Context: an optimization exercise on an open-source flow, tuned for a short achievable clock period and few clock cycles. The choices shown serve that exercise and are no tape-out recipe. In this exercise RTL edits were held to simulation tests only and were not proved equivalent to the original.

==> 10-11 <==
==> flow/design.v (excerpt) <==
module SimpleCPU(clk, rst, data_fromRAM, wrEn, addr_toRAM, data_toRAM);
clock: 10.0 ns
lec_check: 0
abc_clock_period_in_ps: 4000
cap_margin: 20
core_margin: 2
core_utilization: 40
setup_slack_margin: 5
slew_margin: 20
tns_end_percent: 100
run.sh (not shown) runs the stock make flow with config.mk's settings and CLKGATE_MAP_FILE= SYNTH_SCRIPT=/design/flow/synth_recipe.tcl, a recipe that flattens the netlist after the stock synthesis.
==> 01-17 (differences from 10-11) <==
--- a/flow/design.v
+++ b/flow/design.v
@@ -17,26 +17,29 @@
 localparam S_CPI2  = 4'd5;   
 localparam S_BZ1   = 4'd6;   
 localparam S_BZ2   = 4'd7;   
 localparam S_MUL1  = 4'd8;
 localparam S_MUL2  = 4'd9;
 localparam S_WR    = 4'd10;  
+localparam S_CPF   = 4'd12;  
 input clk, rst;
 input wire [31:0] data_fromRAM;
-output reg wrEn;
-output reg [SIZE-1:0] addr_toRAM;
-output reg [31:0] data_toRAM;
+output wire wrEn;
+output wire [SIZE-1:0] addr_toRAM;
+output wire [31:0] data_toRAM;
 reg [3:0]  state, stateNext;
 reg [SIZE-1:0] PC, PCNext;
 reg [31:0] IW, IWNext;
 reg        iwLive, iwLiveNext;    
 reg [31:0] R1, R1Next;
 reg [31:0] R2, R2Next;
 reg [31:0] Res, ResNext;
 reg [SIZE-1:0] WA, WANext;        
 reg        Z, ZNext;
+reg [SIZE-1:0] aOld;
+wire [3:0] st = state;
 wire [31:0] iwc = iwLive ? data_fromRAM : IW;
 wire [2:0]  opc = iwc[31:29];
 wire        imc = iwc[28];
 wire [2:0]  op  = IW[31:29];
 wire        im  = IW[28];
 wire [SIZE-1:0] fA = IW[SIZE+13:14];
@@ -78,149 +81,171 @@
 	R1     <= R1Next;
 	R2     <= R2Next;
 	Res    <= ResNext;
 	WA     <= WANext;
 	Z      <= ZNext;
 end
+wire dSelB = !data_fromRAM[28] && data_fromRAM[31] && !(data_fromRAM[30] && data_fromRAM[29]);
+wire [SIZE-1:0] dfrAddr = (st == S_DEC && !dSelB) ? data_fromRAM[SIZE+13:14] : data_fromRAM[SIZE-1:0];
+wire liveSel = (st == S_DEC && iwLive) || (st == S_CPI1) || (st == S_BZ2 && Z);
+reg [SIZE-1:0] regAddr;
+always @(*) begin
+	regAddr = PC;
+	case (st)
+		S_DEC: begin
+			if (op == CP && im) regAddr = PC1;
+			else if (!im && (op == CP || op == CPI || op == BZJ)) regAddr = fB;
+			else regAddr = fA;
+		end
+		S_RDA: begin
+			if (op == CPI || (!im && op != BZJ)) regAddr = fB;
+			else regAddr = PC1;
+		end
+		S_RDB, S_CPI2, S_BZ2, S_MUL2, S_CPF: regAddr = PC1;
+		S_BZ1: regAddr = fA;
+		S_WR:  regAddr = WA;
+		default: regAddr = PC;
+	endcase
+end
+assign addr_toRAM = liveSel ? dfrAddr : regAddr;
+assign wrEn       = (state == S_WR) & ~rst;
+assign data_toRAM = Res;
 always @(*) begin
 	stateNext  = state;
 	PCNext     = PC;
 	IWNext     = IW;
 	iwLiveNext = 1'b0;
 	R1Next     = R1;
 	R2Next     = R2;
 	ResNext    = Res;
 	WANext     = WA;
 	ZNext      = Z;
-	wrEn       = 1'b0;
-	addr_toRAM = PC;
-	data_toRAM = Res;
+	aOld = PC;
 	if (rst) begin
-		addr_toRAM = 0;
 		PCNext     = 0;
-		stateNext  = S_DEC;
-		iwLiveNext = 1'b1;
+		stateNext  = S_FETCH;
 	end else begin
-		case (state)
+		case (st)
 			S_FETCH: begin
-				addr_toRAM = PC;
+				aOld = PC;
 				iwLiveNext = 1'b1;
 				stateNext  = S_DEC;
 			end
 			S_DEC: begin
 				IWNext = iwc;
 				WANext = iwc[SIZE+13:14];
 				R2Next = {18'd0, iwc[13:0]};
 				case (opc)
 					CP: begin
 						if (imc) begin
 							ResNext    = {18'd0, iwc[13:0]};
-							addr_toRAM = PC1;
-							stateNext  = S_WR;
+							aOld = PC1;
+							stateNext  = iwLive ? S_CPF : S_WR;
 						end else begin
-							addr_toRAM = iwc[SIZE-1:0];
+							aOld = iwc[SIZE-1:0];
 							stateNext  = S_RDB;
 						end
 					end
 					CPI: begin
 						if (imc) begin
-							addr_toRAM = iwc[SIZE+13:14];
+							aOld = iwc[SIZE+13:14];
 							stateNext  = S_RDA;
 						end else begin
-							addr_toRAM = iwc[SIZE-1:0];
+							aOld = iwc[SIZE-1:0];
 							stateNext  = S_CPI1;
 						end
 					end
 					BZJ: begin
 						if (imc) begin
-							addr_toRAM = iwc[SIZE+13:14];
+							aOld = iwc[SIZE+13:14];
 							stateNext  = S_RDA;
 						end else begin
-							addr_toRAM = iwc[SIZE-1:0];
+							aOld = iwc[SIZE-1:0];
 							stateNext  = S_BZ1;
 						end
 					end
 					default: begin
-						addr_toRAM = iwc[SIZE+13:14];
+						aOld = iwc[SIZE+13:14];
 						stateNext  = S_RDA;
 					end
 				endcase
 			end
 			S_RDA: begin
 				R1Next = data_fromRAM;
 				case (op)
 					CPI: begin        
 						WANext     = data_fromRAM[SIZE-1:0];
-						addr_toRAM = fB;
+						aOld = fB;
 						stateNext  = S_RDB;
 					end
 					BZJ: begin        
 						PCNext    = data_fromRAM[SIZE-1:0] + fB;
 						stateNext = S_FETCH;
 					end
 					MUL: begin
 						if (im) stateNext = S_MUL1;
 						else begin
-							addr_toRAM = fB;
+							aOld = fB;
 							stateNext  = S_RDB;
 						end
 					end
 					default: begin
 						if (im) begin
 							ResNext    = aluOut;
-							addr_toRAM = PC1;
+							aOld = PC1;
 							stateNext  = S_WR;
 						end else begin
-							addr_toRAM = fB;
+							aOld = fB;
 							stateNext  = S_RDB;
 						end
 					end
 				endcase
 			end
 			S_RDB: begin
 				R2Next = data_fromRAM;
 				if (op == MUL) stateNext = S_MUL1;
 				else begin
 					ResNext    = aluOut;
-					addr_toRAM = PC1;
+					aOld = PC1;
 					stateNext  = S_WR;
 				end
 			end
 			S_CPI1: begin
-				addr_toRAM = data_fromRAM[SIZE-1:0];
+				aOld = data_fromRAM[SIZE-1:0];
 				stateNext  = S_CPI2;
 			end
 			S_CPI2: begin
 				ResNext    = data_fromRAM;
-				addr_toRAM = PC1;
+				aOld = PC1;
 				stateNext  = S_WR;
 			end
 			S_BZ1: begin
 				ZNext      = (data_fromRAM == 32'd0);
-				addr_toRAM = fA;
+				aOld = fA;
 				stateNext  = S_BZ2;
 			end
 			S_BZ2: begin
 				PCNext     = Z ? data_fromRAM[SIZE-1:0] : PC1;
-				addr_toRAM = PCNext;
+				aOld = PCNext;
 				iwLiveNext = 1'b1;
 				stateNext  = S_DEC;
 			end
 			S_MUL1: begin
 				stateNext = S_MUL2;
 			end
 			S_MUL2: begin
 				ResNext    = prod;
-				addr_toRAM = PC1;
+				aOld = PC1;
 				stateNext  = S_WR;
 			end
+			S_CPF: begin
+				stateNext = S_WR;
+			end
 			S_WR: begin
-				wrEn       = 1'b1;
-				addr_toRAM = WA;
-				data_toRAM = Res;
-				PCNext     = PC1;
+				aOld = WA;
+							PCNext     = PC1;
 				IWNext     = (WA == PC1) ? Res : data_fromRAM;
 				stateNext  = S_DEC;
 			end
 			default: stateNext = S_FETCH;
 		endcase
 	end
==> summary.txt <==
- Result of the run: complete, no violations
- Crit path to: addr_toRAM[9]
- Vias in the first global route: roughly 32000
- Die width: between 200 and 300 µm
- Wl on met1: 58800 µm
- GR Util All Layers: 0.354
- Layout clock buffers: 35
- Area of placed instances: ~36000 µm²
- Reg2Reg Launch Point: R1[23]$_DFFE_PN_
- Top cells by count, synth: nand2_1, inv_1, fa_1
The numbers above come from 01-17.

==> summary.txt <==
- Reg2Reg Launch Point: R1[5]$_DFFE_PN_
- Top cells by count, synth: nand2_1, inv_1, fa_1
- Area of placed instances: around 36000 µm²
- Crit path to: addr_toRAM[7]
- Vias in the first global route: ~31000
- Result of the run: complete, no violations
- Wl on met1: 62500 µm
- Die width: approximately 300 µm
- GR Util All Layers: 0.358
- Layout clock buffers: 38
- Clock sinks: 206
The numbers above come from 10-11.

Testbench counts of 10-11, summed over its fixed seeds: cycles 158,490.
Testbench counts of 01-17, summed over its fixed seeds: cycles 159,730.

[static timing again, ports no longer ideal]
The flow's constraints put no driver on any port. The routed layouts listed below were extracted and timed again, unchanged, in two steps.
Step 1 assumes that a clkbuf_16 drives the clock port and a buf_2 every other input.
Step 2 adds t to the input delays and takes it off the output delays; t is the mean of the earliest and latest rising clock arrival at the registers after step 1. Input paths then give back, and output paths get back, about the clock's delay inside the block.
Three values: no drivers, after step 1, after step 2; two values: the first two.
run	t, ns	setup slack, ns	slew at the worst register clock pin (ns)
10-11	0.656	4.404 / 4.367 / 4.367	0.07 / 0.07
01-17	0.655	4.652 / 4.616 / 4.403	0.07 / 0.07
After both steps setup and hold are still met in every run listed. The setup slack of 01-17, which loses most, moves by -0.036 ns with the drivers and by -0.249 ns with both steps.
